Context: an optimization exercise on an open-source flow, tuned for small area and a short achievable clock period. The choices shown serve that exercise and are no tape-out recipe. Where RTL was checked, it was by simulation tests only, not by an equivalence proof against the original. No activity file was given, so power comes from the tool's default toggle rates.

== the reference run ==
==> flow/design.v <==
module ALUPre #(parameter int NS1 = 1) (
  input  logic [31:0] A, B,
  input  logic [6:0] funct7,
  input  logic [2:0] funct3,
  output logic [31:0] X, Y,
  output logic cin, add,
  output logic [4-NS1:0] shamt,
  output logic fill
);
  logic [31:0] F, X0;
  logic [31:0] s [0:NS1];
  logic sub, arith, shift, sll, k11, k10, k01, k00;
  assign sll   = (funct3 == 3'b001);
  assign shift = ~funct3[1] & funct3[0];    
  assign arith = (funct3 == 3'b000);        
  assign sub   = funct7[5];
  assign fill  = sub & A[31];
  assign k11 = sub | funct3[1] | funct3[0];
  assign k10 = funct3[0] ? ~funct3[1] : ~sub;
  assign k01 = ~sub & ~funct3[0];
  assign k00 = sub & ~funct3[0];
  always_comb
    for (int i = 0; i < 32; i++)
      F[i] = B[i] ? (A[i] ? k11 : k01) : (A[i] ? k10 : k00);
  always_comb
    for (int i = 0; i < 32; i++) X0[i] = sll ? A[31-i] : F[i];
  assign s[0] = X0;
  genvar l;
  generate
    for (l = 0; l < NS1; l++) begin : sh
      localparam int D = 16 >> l;
      assign s[l+1] = (B[4-l] & shift) ? {{D{fill}}, s[l][31:D]} : s[l];
    end
  endgenerate
  assign X = s[NS1];
  assign Y = A;
  assign add = arith;
  assign cin = arith & sub;
  assign shamt = B[4-NS1:0];
endmodule
module ALU #(parameter int NS1 = 1) (
  input  logic [31:0] X, Y,
  input  logic cin, add,
  input  logic [4-NS1:0] shamt,
  input  logic fill, sel_sum, sel_r, sel_l,
  output logic [31:0] Result,
  output logic Zero, Carry, Overflow
);
  logic [32:0] c;
  logic [31:0] zt, sum;
  logic [31:0] g0, p0;
  logic [31:0] t [0:5-NS1];
  logic [31:0] S;
  logic zadd;
  logic [31:0] g;
  assign g = Y & ~X & {32{add}};
  assign g0 = {g[31:1], g[0] | (X[0] & cin)};
  assign p0 = X | g;
  logic [31:0] G [0:9];
  logic [31:0] P [0:9];
  always_comb begin
    G[0] = g0;
    P[0] = p0;
    for (int k = 0; k < 5; k++) begin
      G[k+1] = G[k];
      P[k+1] = P[k];
      for (int i = 0; i < 32; i++)
        if ((i % (2 << k)) == (2 << k) - 1) begin
          G[k+1][i] = G[k][i] | (P[k][i] & G[k][i - (1 << k)]);
          P[k+1][i] = P[k][i] & P[k][i - (1 << k)];
        end
    end
    for (int k = 3; k >= 0; k--) begin
      G[9-k] = G[8-k];
      P[9-k] = P[8-k];
      for (int i = 0; i < 32; i++)
        if ((i % (2 << k)) == (1 << k) - 1 && i >= (2 << k)) begin
          G[9-k][i] = G[8-k][i] | (P[8-k][i] & G[8-k][i - (1 << k)]);
          P[9-k][i] = P[8-k][i] & P[8-k][i - (1 << k)];
        end
    end
  end
  assign c = {G[9], cin};
  assign sum = X ^ c[31:0];
  assign zt = X ^ {p0[30:0], cin};
  assign zadd = ~|zt;
  genvar l;
  assign t[0] = X;
  generate
    for (l = 0; l < 5 - NS1; l++) begin : sh
      localparam int D = 1 << (4 - NS1 - l);
      assign t[l+1] = shamt[4-NS1-l] ? {{D{fill}}, t[l][31:D]} : t[l];
    end
  endgenerate
  assign S = t[5-NS1];
  always_comb
    for (int k = 0; k < 32; k++)
      Result[k] = (sel_r & S[k]) | (sel_l & S[31-k]) | (sel_sum & sum[k]);
  assign Zero = ((sel_r | sel_l) & ~|S) | (sel_sum & zadd) | ~(sel_r | sel_l | sel_sum);
  assign Carry = sel_sum & (c[32] ^ cin);
  assign Overflow = sel_sum & (c[32] ^ c[31]);
endmodule
module ALUControl(
  input  logic [6:0] funct7,
  input  logic [2:0] funct3,
  input  logic [6:0] opcode,
  output logic sel_sum,   
  output logic sel_r,     
  output logic sel_l      
);
  logic rtype, f7z, f7s;
  assign rtype = (opcode == 7'b0110011);
  assign f7z   = rtype & (funct7 == 7'b0000000);
  assign f7s   = rtype & (funct7 == 7'b0100000);
  assign sel_sum = ((f7z | f7s) & (funct3 == 3'b000))
                 | (f7z & funct3[2] & ~funct3[0])        
                 | (f7z & (funct3 == 3'b111));           
  assign sel_r = (f7z | f7s) & (funct3 == 3'b101);
  assign sel_l = f7z & (funct3 == 3'b001);
endmodule
module InstructionDecoder(
  input  logic [31:0] instruction,
  output logic [6:0]  opcode,
  output logic [2:0]  funct3,
  output logic [6:0]  funct7
);
  assign opcode = instruction[6:0];
  assign funct3 = instruction[14:12];
  assign funct7 = instruction[31:25];
endmodule
module ALU_Pipeline(
  input  logic clk, rst,
  input  logic [31:0] A_in, B_in,
  input  logic [31:0] instr_in,
  output logic [31:0] Result_out,
  output logic Zero_out, Carry_out, Overflow_out, Negative_out
);
  localparam int NS1 = 0;
  logic [6:0] opcode, funct7;
  logic [2:0] funct3;
  logic [31:0] X_d, Y_d;
  logic cin_d, add_d, fill_d, sel_sum_d, sel_r_d, sel_l_d;
  logic [4-NS1:0] shamt_d;
  logic [31:0] X_reg, Y_reg;
  logic cin_reg, add_reg, fill_reg, sel_sum_reg, sel_r_reg, sel_l_reg;
  logic [4-NS1:0] shamt_reg;
  logic [31:0] Result_comb;
  logic Zero_comb, Carry_comb, Overflow_comb;
  InstructionDecoder decoder (
    .instruction(instr_in),
    .opcode(opcode),
    .funct3(funct3),
    .funct7(funct7)
  );
  ALUControl control (
    .opcode(opcode), .funct3(funct3), .funct7(funct7),
    .sel_sum(sel_sum_d), .sel_r(sel_r_d), .sel_l(sel_l_d)
  );
  ALUPre #(.NS1(NS1)) pre (
    .A(A_in), .B(B_in), .funct7(funct7), .funct3(funct3),
    .X(X_d), .Y(Y_d), .cin(cin_d), .add(add_d), .shamt(shamt_d), .fill(fill_d)
  );
  always_ff @(posedge clk or posedge rst) begin
    if (rst) begin
      sel_sum_reg <= 0;
      sel_r_reg <= 0;
      sel_l_reg <= 0;
    end else begin
      sel_sum_reg <= sel_sum_d;
      sel_r_reg <= sel_r_d;
      sel_l_reg <= sel_l_d;
    end
  end
  always_ff @(posedge clk) begin
    X_reg <= X_d;
    Y_reg <= Y_d;
    cin_reg <= cin_d;
    add_reg <= add_d;
    shamt_reg <= shamt_d;
    fill_reg <= fill_d;
  end
  ALU #(.NS1(NS1)) alu_inst (
    .X(X_reg), .Y(Y_reg), .cin(cin_reg), .add(add_reg), .shamt(shamt_reg), .fill(fill_reg),
    .sel_sum(sel_sum_reg), .sel_r(sel_r_reg), .sel_l(sel_l_reg),
    .Result(Result_comb),
    .Zero(Zero_comb),
    .Carry(Carry_comb),
    .Overflow(Overflow_comb)
  );
  always_ff @(posedge clk or posedge rst) begin
    if (rst) begin
      Result_out <= 0;
      Zero_out <= 0;
      Carry_out <= 0;
      Overflow_out <= 0;
    end else begin
      Result_out <= Result_comb;
      Zero_out <= Zero_comb;
      Carry_out <= Carry_comb;
      Overflow_out <= Overflow_comb;
    end
  end
  assign Negative_out = Result_out[31];
endmodule
clock: 7.0 ns
lec_check: 0
abc_area: 1
cap_margin: 20
core_margin: 2
core_utilization: 40
cts_buf_list: sky130_fd_sc_hd__clkbuf_4 sky130_fd_sc_hd__clkbuf_8
setup_slack_margin: 4.5
slew_margin: 20
standard.sh (not shown) runs the stock make flow with config.mk's settings and CLKGATE_MAP_FILE= SYNTH_SCRIPT=/design/flow/synth_recipe.tcl, a recipe that flattens the netlist after the stock synthesis.
==> flow/flow/run.sh <==
#!/bin/bash
# The standard layout, with the ports buffered by the smallest buffer (the resizer sizes
# them up where timing needs it) instead of buffer_ports' default delay buffer.
set -euo pipefail
bash standard.sh synth > synth.log 2>&1
export BUFFER_PORTS_ARGS="-buffer_cell sky130_fd_sc_hd__buf_1"
bash standard.sh finish > layout.log 2>&1
The following lists how the trial run was set up differently from the reference run:
--- a/flow/design.v
+++ b/flow/design.v
@@ -1,11 +1,11 @@
 module ALUPre #(parameter int NS1 = 1) (
   input  logic [31:0] A, B,
   input  logic [6:0] funct7,
   input  logic [2:0] funct3,
   output logic [31:0] X, Y,
-  output logic cin, add,
+  output logic cin,
   output logic [4-NS1:0] shamt,
   output logic fill
 );
   logic [31:0] F, X0;
   logic [31:0] s [0:NS1];
@@ -31,18 +31,17 @@
       localparam int D = 16 >> l;
       assign s[l+1] = (B[4-l] & shift) ? {{D{fill}}, s[l][31:D]} : s[l];
     end
   endgenerate
   assign X = s[NS1];
-  assign Y = A;
-  assign add = arith;
+  assign Y = A & {32{arith}};
   assign cin = arith & sub;
   assign shamt = B[4-NS1:0];
 endmodule
 module ALU #(parameter int NS1 = 1) (
   input  logic [31:0] X, Y,
-  input  logic cin, add,
+  input  logic cin,
   input  logic [4-NS1:0] shamt,
   input  logic fill, sel_sum, sel_r, sel_l,
   output logic [31:0] Result,
   output logic Zero, Carry, Overflow
 );
@@ -50,14 +49,12 @@
   logic [31:0] zt, sum;
   logic [31:0] g0, p0;
   logic [31:0] t [0:5-NS1];
   logic [31:0] S;
   logic zadd;
-  logic [31:0] g;
-  assign g = Y & ~X & {32{add}};
-  assign g0 = {g[31:1], g[0] | (X[0] & cin)};
-  assign p0 = X | g;
+  assign g0 = {Y[31:1] & ~X[31:1], (Y[0] & ~X[0]) | (X[0] & cin)};
+  assign p0 = X | Y;
   logic [31:0] G [0:9];
   logic [31:0] P [0:9];
   always_comb begin
     G[0] = g0;
     P[0] = p0;
@@ -80,11 +77,11 @@
         end
     end
   end
   assign c = {G[9], cin};
   assign sum = X ^ c[31:0];
-  assign zt = X ^ {p0[30:0], cin};
+  assign zt = X ^ {X[30:0] | Y[30:0], cin};
   assign zadd = ~|zt;
   genvar l;
   assign t[0] = X;
   generate
     for (l = 0; l < 5 - NS1; l++) begin : sh
@@ -133,18 +130,18 @@
   input  logic [31:0] A_in, B_in,
   input  logic [31:0] instr_in,
   output logic [31:0] Result_out,
   output logic Zero_out, Carry_out, Overflow_out, Negative_out
 );
-  localparam int NS1 = 0;
+  localparam int NS1 = 1;
   logic [6:0] opcode, funct7;
   logic [2:0] funct3;
   logic [31:0] X_d, Y_d;
-  logic cin_d, add_d, fill_d, sel_sum_d, sel_r_d, sel_l_d;
+  logic cin_d, fill_d, sel_sum_d, sel_r_d, sel_l_d;
   logic [4-NS1:0] shamt_d;
   logic [31:0] X_reg, Y_reg;
-  logic cin_reg, add_reg, fill_reg, sel_sum_reg, sel_r_reg, sel_l_reg;
+  logic cin_reg, fill_reg, sel_sum_reg, sel_r_reg, sel_l_reg;
   logic [4-NS1:0] shamt_reg;
   logic [31:0] Result_comb;
   logic Zero_comb, Carry_comb, Overflow_comb;
   InstructionDecoder decoder (
     .instruction(instr_in),
@@ -156,11 +153,11 @@
     .opcode(opcode), .funct3(funct3), .funct7(funct7),
     .sel_sum(sel_sum_d), .sel_r(sel_r_d), .sel_l(sel_l_d)
   );
   ALUPre #(.NS1(NS1)) pre (
     .A(A_in), .B(B_in), .funct7(funct7), .funct3(funct3),
-    .X(X_d), .Y(Y_d), .cin(cin_d), .add(add_d), .shamt(shamt_d), .fill(fill_d)
+    .X(X_d), .Y(Y_d), .cin(cin_d), .shamt(shamt_d), .fill(fill_d)
   );
   always_ff @(posedge clk or posedge rst) begin
     if (rst) begin
       sel_sum_reg <= 0;
       sel_r_reg <= 0;
@@ -173,16 +170,15 @@
   end
   always_ff @(posedge clk) begin
     X_reg <= X_d;
     Y_reg <= Y_d;
     cin_reg <= cin_d;
-    add_reg <= add_d;
     shamt_reg <= shamt_d;
     fill_reg <= fill_d;
   end
   ALU #(.NS1(NS1)) alu_inst (
-    .X(X_reg), .Y(Y_reg), .cin(cin_reg), .add(add_reg), .shamt(shamt_reg), .fill(fill_reg),
+    .X(X_reg), .Y(Y_reg), .cin(cin_reg), .shamt(shamt_reg), .fill(fill_reg),
     .sel_sum(sel_sum_reg), .sel_r(sel_r_reg), .sel_l(sel_l_reg),
     .Result(Result_comb),
     .Zero(Zero_comb),
     .Carry(Carry_comb),
     .Overflow(Overflow_comb)
[summary]
- The trial run reached the end of the flow, and the finished layout is clean on the timing, design-rule and antenna checks.
- The fraction of layout cells with a size suffix above 1 of the trial run exceeds that of the reference run by 2.3 points.
- Diff the reference run -> the trial run: post-route minimum period decreased 12 ps; buffer and inverter count on the worst path increased 3; fraction of power consumed by combinational cells increased 4.4 points.
- Taking the reference run as the reference, in the trial run final cell count picked up an extra 2.2%, routed metal-1 wire length picked up an extra about 3%, sequential cell area lost about 2.3%.
For the trial run, only the layout was checked, not whether the RTL still works.

========
// ALU_Pipeline: RTL as listed in full above, without the edits since
==> flow/config.mk <==
export PLATFORM = sky130hd
export DESIGN_NAME = ALU_Pipeline
export DESIGN_NICKNAME = ALU_Pipeline
export VERILOG_FILES = /design/flow/design.v
export SDC_FILE = /design/flow/constraint.sdc
export NUM_CORES = 4
export LEC_CHECK = 0
export ABC_AREA = 1
export CAP_MARGIN = 20
export CORE_MARGIN = 2
export CORE_UTILIZATION = 40
export CTS_BUF_LIST = sky130_fd_sc_hd__clkbuf_4 sky130_fd_sc_hd__clkbuf_8
export PLACE_DENSITY = 0.8
export SETUP_SLACK_MARGIN = 4.5
export SLEW_MARGIN = 20
==> flow/constraint.sdc <==
create_clock -name core_clock -period 7.0 [get_ports {clk}]
set_input_delay 1.4000 -clock core_clock [delete_from_list [all_inputs] [get_ports {clk}]]
set_output_delay 1.4000 -clock core_clock [all_outputs]
set_load 0.01 [all_outputs]
==> flow/flow/run.sh <==
#!/bin/bash
# The standard layout, with two changes to how it is made:
# - the ports are buffered by the smallest buffer (the resizer sizes them up where timing
#   needs it) instead of buffer_ports' default delay buffer;
# - timing repair does not clone gates (it sizes and buffers instead).
# Each step writes its full output to a log of its own here (synth.log, layout.log) and under
# orfs/logs/.
set -euo pipefail
bash standard.sh synth > synth.log 2>&1
export BUFFER_PORTS_ARGS="-buffer_cell sky130_fd_sc_hd__buf_1"
export SKIP_GATE_CLONING=1
bash standard.sh finish > layout.log 2>&1
==> next run, changes <==
--- a/flow/design.v
+++ b/flow/design.v
@@ -11,7 +11,7 @@
   logic [31:0] s [0:NS1];
   logic sub, arith, shift, sll, k11, k10, k01, k00;
-  assign sll   = (funct3 == 3'b001);
+  assign sll   = ~funct3[2] & funct3[0];   
   assign shift = ~funct3[1] & funct3[0];    
-  assign arith = (funct3 == 3'b000);        
+  assign arith = ~funct3[2] & ~funct3[0];   
   assign sub   = funct7[5];
   assign fill  = sub & A[31];
Result:
- utilization stays flat
- area after synthesis came out higher by 1.5%
- global-route usage hardly moves
- worst hold slack is better by 0.0068 ns
- non-clock buffer count came out higher by 3
- sequential cell count is unchanged
- die area came out higher by 1.5%
- via count came out higher by 1.1%
- critical path depth came out lower by 10
- setup slack is worse by 0.072 ns
- total power came out higher by 3.8%
- sequential share of layout area came out lower by 0.78 points
- final cell count came out higher by 1.1%
- final area came out higher by 3.0%
No functional check of the RTL was part of the second run of this note.

========
RTL: the design.v shown in full above, as it stands there.
clock: 7.0 ns
lec_check: 0
abc_area: 1
cap_margin: 20
core_margin: 2
core_utilization: 40
cts_buf_list: sky130_fd_sc_hd__clkbuf_4 sky130_fd_sc_hd__clkbuf_8
place_density: 0.8
setup_slack_margin: 4.5
slew_margin: 20
==> flow/flow/run.sh <==
#!/bin/bash
# The standard layout, with the ports buffered by the smallest buffer (the resizer sizes
# them up where timing needs it) instead of buffer_ports' default delay buffer.
set -euo pipefail
bash standard.sh synth > synth.log 2>&1
export BUFFER_PORTS_ARGS="-buffer_cell sky130_fd_sc_hd__buf_1"
bash standard.sh finish > layout.log 2>&1
The baseline completed without violations.
==> next run, changes <==
--- a/flow/design.v
+++ b/flow/design.v
@@ -79,27 +79,25 @@
           P[9-k][i] = P[8-k][i] & P[8-k][i - (1 << k)];
         end
     end
   end
   assign c = {G[9], cin};
   assign sum = X ^ c[31:0];
-  assign zt = X ^ {p0[30:0], cin};
-  assign zadd = ~|zt;
   genvar l;
   assign t[0] = X;
   generate
     for (l = 0; l < 5 - NS1; l++) begin : sh
       localparam int D = 1 << (4 - NS1 - l);
       assign t[l+1] = shamt[4-NS1-l] ? {{D{fill}}, t[l][31:D]} : t[l];
     end
   endgenerate
   assign S = t[5-NS1];
   always_comb
     for (int k = 0; k < 32; k++)
       Result[k] = (sel_r & S[k]) | (sel_l & S[31-k]) | (sel_sum & sum[k]);
-  assign Zero = ((sel_r | sel_l) & ~|S) | (sel_sum & zadd) | ~(sel_r | sel_l | sel_sum);
+  assign Zero = ~|Result;
   assign Carry = sel_sum & (c[32] ^ cin);
   assign Overflow = sel_sum & (c[32] ^ c[31]);
 endmodule
 module ALUControl(
   input  logic [6:0] funct7,
   input  logic [2:0] funct3,
Result: The new run passed the timing, design-rule and antenna checks. Routed wire length increases by 0.51%. Total power is about the same. Hold slack loses 0.024 ns. Combinational power decreases by 6.9%. Clock power increases by 11%. Design area increases by 7.5%. Setup slack loses 0.12 ns. Die area decreases by 1.8%.
Only the layout flow was run in the second run of this note; the RTL was not checked for function there.

-- static timing again, ports no longer ideal --
In the flow no input, the clock included, has a driving cell. The finished layouts below were timed again as built, in two steps. Step 1, drivers: a clkbuf_16 drives clk and a buf_2 each remaining input, both assumed. Step 2 moves the port delays by t, midway between the first and last clock arrival at a register: inputs arrive t later, outputs are due t later. That takes back most of the time a late clock gives input paths. Three values: ideal ports, drivers, drivers and shift; two values: the first two.
run	t (ns)	setup slack, ns	worst setup path at the end
the reference run	0.430	4.528 / 4.544 / 4.114	input to register
the trial run	0.436	4.541 / 4.559 / 4.123	input to register
the first run of note 2	0.440	4.610 / 4.610 / 4.219	input to register
the second run of note 2	0.451	4.538 / 4.559 / 4.109	input to register
the first run of note 3	0.438	4.577 / 4.595 / 4.157	input to register
the second run of note 3	0.440	4.460 / 4.460 / 4.160	input to register
After both steps every run listed still meets setup and hold. For the second run of note 2, which loses most, drivers alone change the setup slack by +0.021 ns; drivers and shift together by -0.429 ns.
